Source: an optimization exercise on an open RTL-to-GDS flow (aim: small area, a short achievable clock period and few clock cycles per item). Production flows keep margins and buffers that such runs may drop. In this exercise RTL edits were held to simulation tests only and were not proved equivalent to the original. The flow treats the clock pin as an ideal source. Dropping or thinning the clock tree relies on that and would not hold on a real chip. Power is estimated from default activity; no workload was simulated.

==> flow/design.v (excerpt) <==
module heichips25_systolicArray #(
    parameter BITWIDTH = 4,
    parameter OUTWIDTH = 2*BITWIDTH
)(
    input                           clk,
    input                           reset,
    input        [BITWIDTH -1:0]    data_in,
    input                           load_weights,
    input                           load_inputs,
    input                           store_outputs,
    output logic [OUTWIDTH -1:0]    results,
    output logic                    valid_out
);
    logic [3:0]  wr [0:3][0:3];    
    logic [3:0]  x  [0:3][0:3];    
    logic [3:0]  cnt;        
    logic [1:0]  ph;         
    logic [3:0]  io;         
    logic [1:0]  jc;         
    logic [3:0]  wp;         
    logic        mid_r;      
    logic [1:0]  t1, t2;     
    logic        st1, st2;   
    logic [63:0] r1;         
    logic [15:0] r2;         
    logic [7:0]  c0, c1;     
    always @(posedge clk) begin
        for (int k = 0; k < 4; k++) begin
            wr[k][0] <= (load_weights && cnt[3:2] == k) ? data_in : wr[k][3];
  ...
clock: 6.5 ns
lec_check: 0
cap_margin: 20
core_margin: 2
core_utilization: 60
cts_cluster_diameter: 120
cts_cluster_size: 28
setup_slack_margin: 4.15
slew_margin: 20
standard.sh (not shown) runs the stock make flow with config.mk's settings and CLKGATE_MAP_FILE= SYNTH_SCRIPT=/design/flow/synth_recipe.tcl, a recipe that flattens the netlist after the stock synthesis.
==> flow/flow/run.sh <==
#!/bin/bash
# Layout flow: the standard flow (standard.sh), with one change to clock
# tree synthesis (pre_cts.tcl): the clock tree is built by TritonCTS as usual,
# then its middle level of buffers is removed so that the root buffer drives
# the leaf buffers directly. The tree stays balanced; it has one buffer less
# between the clock port and every register.
set -euo pipefail
work=$(pwd)
export PRE_CTS_TCL="$work/flow/pre_cts.tcl"
bash standard.sh > "$work/flow_standard.log" 2>&1 || { tail -50 "$work/flow_standard.log"; exit 1; }
tail -5 "$work/flow_standard.log"
==> flow/flow/pre_cts.tcl <==
# Sourced by ORFS's cts.tcl before clock tree synthesis (PRE_CTS_TCL).
# Wraps clock_tree_synthesis: after TritonCTS has built the tree, each buffer
# between the root buffer and the leaf buffers is removed and the leaf buffers
# it drove are connected to the root buffer's net. No dummy loads are added.
rename clock_tree_synthesis my_cts_orig
proc clock_tree_synthesis { args } {
  my_cts_orig {*}$args -dont_use_dummy_load
  set block [ord::get_db_block]
  set clkport [$block findBTerm clk]
  set clknet [$clkport getNet]
  # the root buffer: the one cell the clock port drives
  set roots {}
  foreach it [$clknet getITerms] {
    if {[$it isInputSignal]} { lappend roots [$it getInst] }
  }
  if {[llength $roots] != 1} { puts "pre_cts: [llength $roots] cells on the clock port, tree left as built"; return }
  set rootnet [[[lindex $roots 0] findITerm X] getNet]
  set removed 0
  foreach it [$rootnet getITerms] {
    if {![$it isInputSignal]} continue
    set inst [$it getInst]
    if {![string match *clkbuf* [[$inst getMaster] getName]]} continue
    set onet [[$inst findITerm X] getNet]
    set loads {}
    set allbuf 1
    foreach l [$onet getITerms] {
      if {[$l isInputSignal]} {
        lappend loads $l
        if {![string match *clkbuf* [[[$l getInst] getMaster] getName]]} { set allbuf 0 }
      }
    }
    if {!$allbuf || [llength $loads] == 0} continue
    foreach l $loads { $l disconnect; $l connect $rootnet }
    $it disconnect
    [$inst findITerm X] disconnect
    odb::dbInst_destroy $inst
    odb::dbNet_destroy $onet
    incr removed
  }
  puts "pre_cts: removed $removed middle clock buffers"
}
The starting point finished clean.
Testbench counts at the start, summed over its fixed seeds: cycles 9,216, jobs 192.
Rerun with:
--- a/flow/flow/run.sh
+++ b/flow/flow/run.sh
@@ -4,8 +4,10 @@
 # then its middle level of buffers is removed so that the root buffer drives
 # the leaf buffers directly. The tree stays balanced; it has one buffer less
-# between the clock port and every register.
+# between the clock port and every register. The ports are buffered with
+# buf_2 rather than the slow delay buffer that buffer_ports picks by default.
 set -euo pipefail
 work=$(pwd)
 export PRE_CTS_TCL="$work/flow/pre_cts.tcl"
+export BUFFER_PORTS_ARGS="-buffer_cell sky130_fd_sc_hd__buf_2"
 bash standard.sh > "$work/flow_standard.log" 2>&1 || { tail -50 "$work/flow_standard.log"; exit 1; }
 tail -5 "$work/flow_standard.log"
- SETUP_SLACK_MARGIN: 4.15 -> 4.27
What happened: Power stays flat. Hold slack improved by 4.1 ps. Fmax went up by 6.1%. Count of clock-buffer cells in the layout stays the same. Synthesized area stays the same. Worst setup slack improved by 130 ps. Register-to-register slack improved by 40 ps. Cell area went down by 0.74%. Non-clock buffer count went up by 1.
Rerun with:
==> flow/flow/run.sh (replaced) <==
#!/bin/bash
# Layout flow: the standard flow (standard.sh), with one change to clock
# tree synthesis (pre_cts.tcl): the clock tree is built by TritonCTS as usual,
# then its middle level of buffers is removed so that the root buffer drives
# the leaf buffers directly. The tree stays balanced; it has one buffer less
# between the clock port and every register.
set -euo pipefail
work=$(pwd)
export PRE_CTS_TCL="$work/flow/pre_cts.tcl"
bash standard.sh > "$work/flow_standard.log" 2>&1 || { tail -50 "$work/flow_standard.log"; exit 1; }
tail -5 "$work/flow_standard.log"
Effect: Critical path depth decreases by 1. Register-to-register slack improved by 50 ps. Utilization increases by 0.50 points.
Rerun with:
--- a/flow/flow/run.sh
+++ b/flow/flow/run.sh
@@ -4,8 +4,12 @@
 # then its middle level of buffers is removed so that the root buffer drives
 # the leaf buffers directly. The tree stays balanced; it has one buffer less
-# between the clock port and every register.
+# between the clock port and every register. Its buffers are then made
+# inverters of the same drive (two inversions between the port and every
+# register). The ports are buffered with buf_2 rather than the slow delay
+# buffer that buffer_ports picks by default.
 set -euo pipefail
 work=$(pwd)
 export PRE_CTS_TCL="$work/flow/pre_cts.tcl"
+export BUFFER_PORTS_ARGS="-buffer_cell sky130_fd_sc_hd__buf_2"
 bash standard.sh > "$work/flow_standard.log" 2>&1 || { tail -50 "$work/flow_standard.log"; exit 1; }
 tail -5 "$work/flow_standard.log"
--- a/flow/flow/pre_cts.tcl
+++ b/flow/flow/pre_cts.tcl
@@ -1,6 +1,10 @@
 # Sourced by ORFS's cts.tcl before clock tree synthesis (PRE_CTS_TCL).
-# Wraps clock_tree_synthesis: after TritonCTS has built the tree, each buffer
-# between the root buffer and the leaf buffers is removed and the leaf buffers
-# it drove are connected to the root buffer's net. No dummy loads are added.
+# Wraps clock_tree_synthesis: after TritonCTS has built the tree (without
+# dummy loads), each buffer between the root buffer and the leaf buffers is
+# removed and the leaf buffers it drove are connected to the root buffer's
+# net. Then every buffer of the tree (the root and the leaves) is replaced by
+# an inverter of the same drive at the same place: the registers see the clock
+# through two inversions, so its edges are unchanged, and every register is
+# still reached through the same number of stages.
 rename clock_tree_synthesis my_cts_orig
 proc clock_tree_synthesis { args } {
@@ -15,5 +19,6 @@
   }
   if {[llength $roots] != 1} { puts "pre_cts: [llength $roots] cells on the clock port, tree left as built"; return }
-  set rootnet [[[lindex $roots 0] findITerm X] getNet]
+  set root [lindex $roots 0]
+  set rootnet [[$root findITerm X] getNet]
   set removed 0
   foreach it [$rootnet getITerms] {
@@ -39,3 +44,25 @@
   }
   puts "pre_cts: removed $removed middle clock buffers"
+  # root and leaves: buffers -> inverters
+  set inv [[ord::get_db] findMaster sky130_fd_sc_hd__clkinv_16]
+  set tree [list $root]
+  foreach it [$rootnet getITerms] {
+    if {[$it isInputSignal]} { lappend tree [$it getInst] }
+  }
+  set swapped 0
+  foreach inst $tree {
+    if {![string match *clkbuf* [[$inst getMaster] getName]]} continue
+    set in [[$inst findITerm A] getNet]
+    set out [[$inst findITerm X] getNet]
+    set loc [$inst getLocation]
+    set name [$inst getName]
+    odb::dbInst_destroy $inst
+    set ni [odb::dbInst_create $block $inv ${name}_inv]
+    $ni setLocation [lindex $loc 0] [lindex $loc 1]
+    $ni setPlacementStatus PLACED
+    [$ni findITerm A] connect $in
+    [$ni findITerm Y] connect $out
+    incr swapped
+  }
+  puts "pre_cts: $swapped clock buffers made inverters"
 }
- SETUP_SLACK_MARGIN: 4.27 -> 4.4
Result:
- The changed run passed the timing, design-rule and antenna checks
- core utilization goes up by 0.45 points
- setup slack gains 71 ps
- die area does not change
- routed wire length is lower by 1.6%
- register-to-register slack improves by 30 ps
- design area grows by about 0.7%
- global-route usage shrinks by 0.70 points
Rerun with:
- CORE_UTILIZATION: 60 -> 66
Result: Hold slack barely changes; via count fell by 0.58%; cell count went down by 0.94%; fmax fell by 0.37%; utilization rose by 6.2 points; register-to-register slack barely changes; setup slack got worse by 7.8 ps; cell area hardly moves; clock skew barely changes; routed wire length fell by 2.2%; sequential power barely changes.
In the fourth and fifth runs of this note the design's own scripts or RTL, not TritonCTS, make the clock network.

## static timing again, ports no longer ideal
The flow's constraints put no driver on any port. The routed layouts listed below were extracted and timed again, unchanged, in two steps.
Step 1, drivers: a clkbuf_16 drives clk and a buf_2 each remaining input, both assumed.
Step 2, shift: input delay + t, output delay - t, t = (earliest + latest rising clock arrival at the registers) / 2. This alone moves slack from input paths to output paths.
a / b / c = ideal / step 1 / step 2; a / b = the first two.
| run | t, ns | setup WS [ns] | clock arrival spread, ns | slew at the worst register clock pin (ns) |
|---|---|---|---|---|
| the first run | 0.431 | 4.207 / 4.164 / 3.839 | 0.009 / 0.009 | 0.10 / 0.10 |
| the second run | 0.425 | 4.339 / 4.309 / 3.935 | 0.011 / 0.011 | 0.10 / 0.10 |
| the third run | 0.426 | 4.363 / 4.323 / 4.033 | 0.017 / 0.017 | 0.11 / 0.11 |
| the fourth run | 0.391 | 4.434 / 4.366 / 4.098 | 0.011 / 0.011 | 0.09 / 0.09 |
| the fifth run | 0.387 | 4.426 / 4.367 / 4.084 | 0.010 / 0.010 | 0.09 / 0.09 |
After both steps setup and hold are still met in every run listed. The setup slack of the second run, which loses most, moves by -0.030 ns with the drivers and by -0.404 ns with both steps.
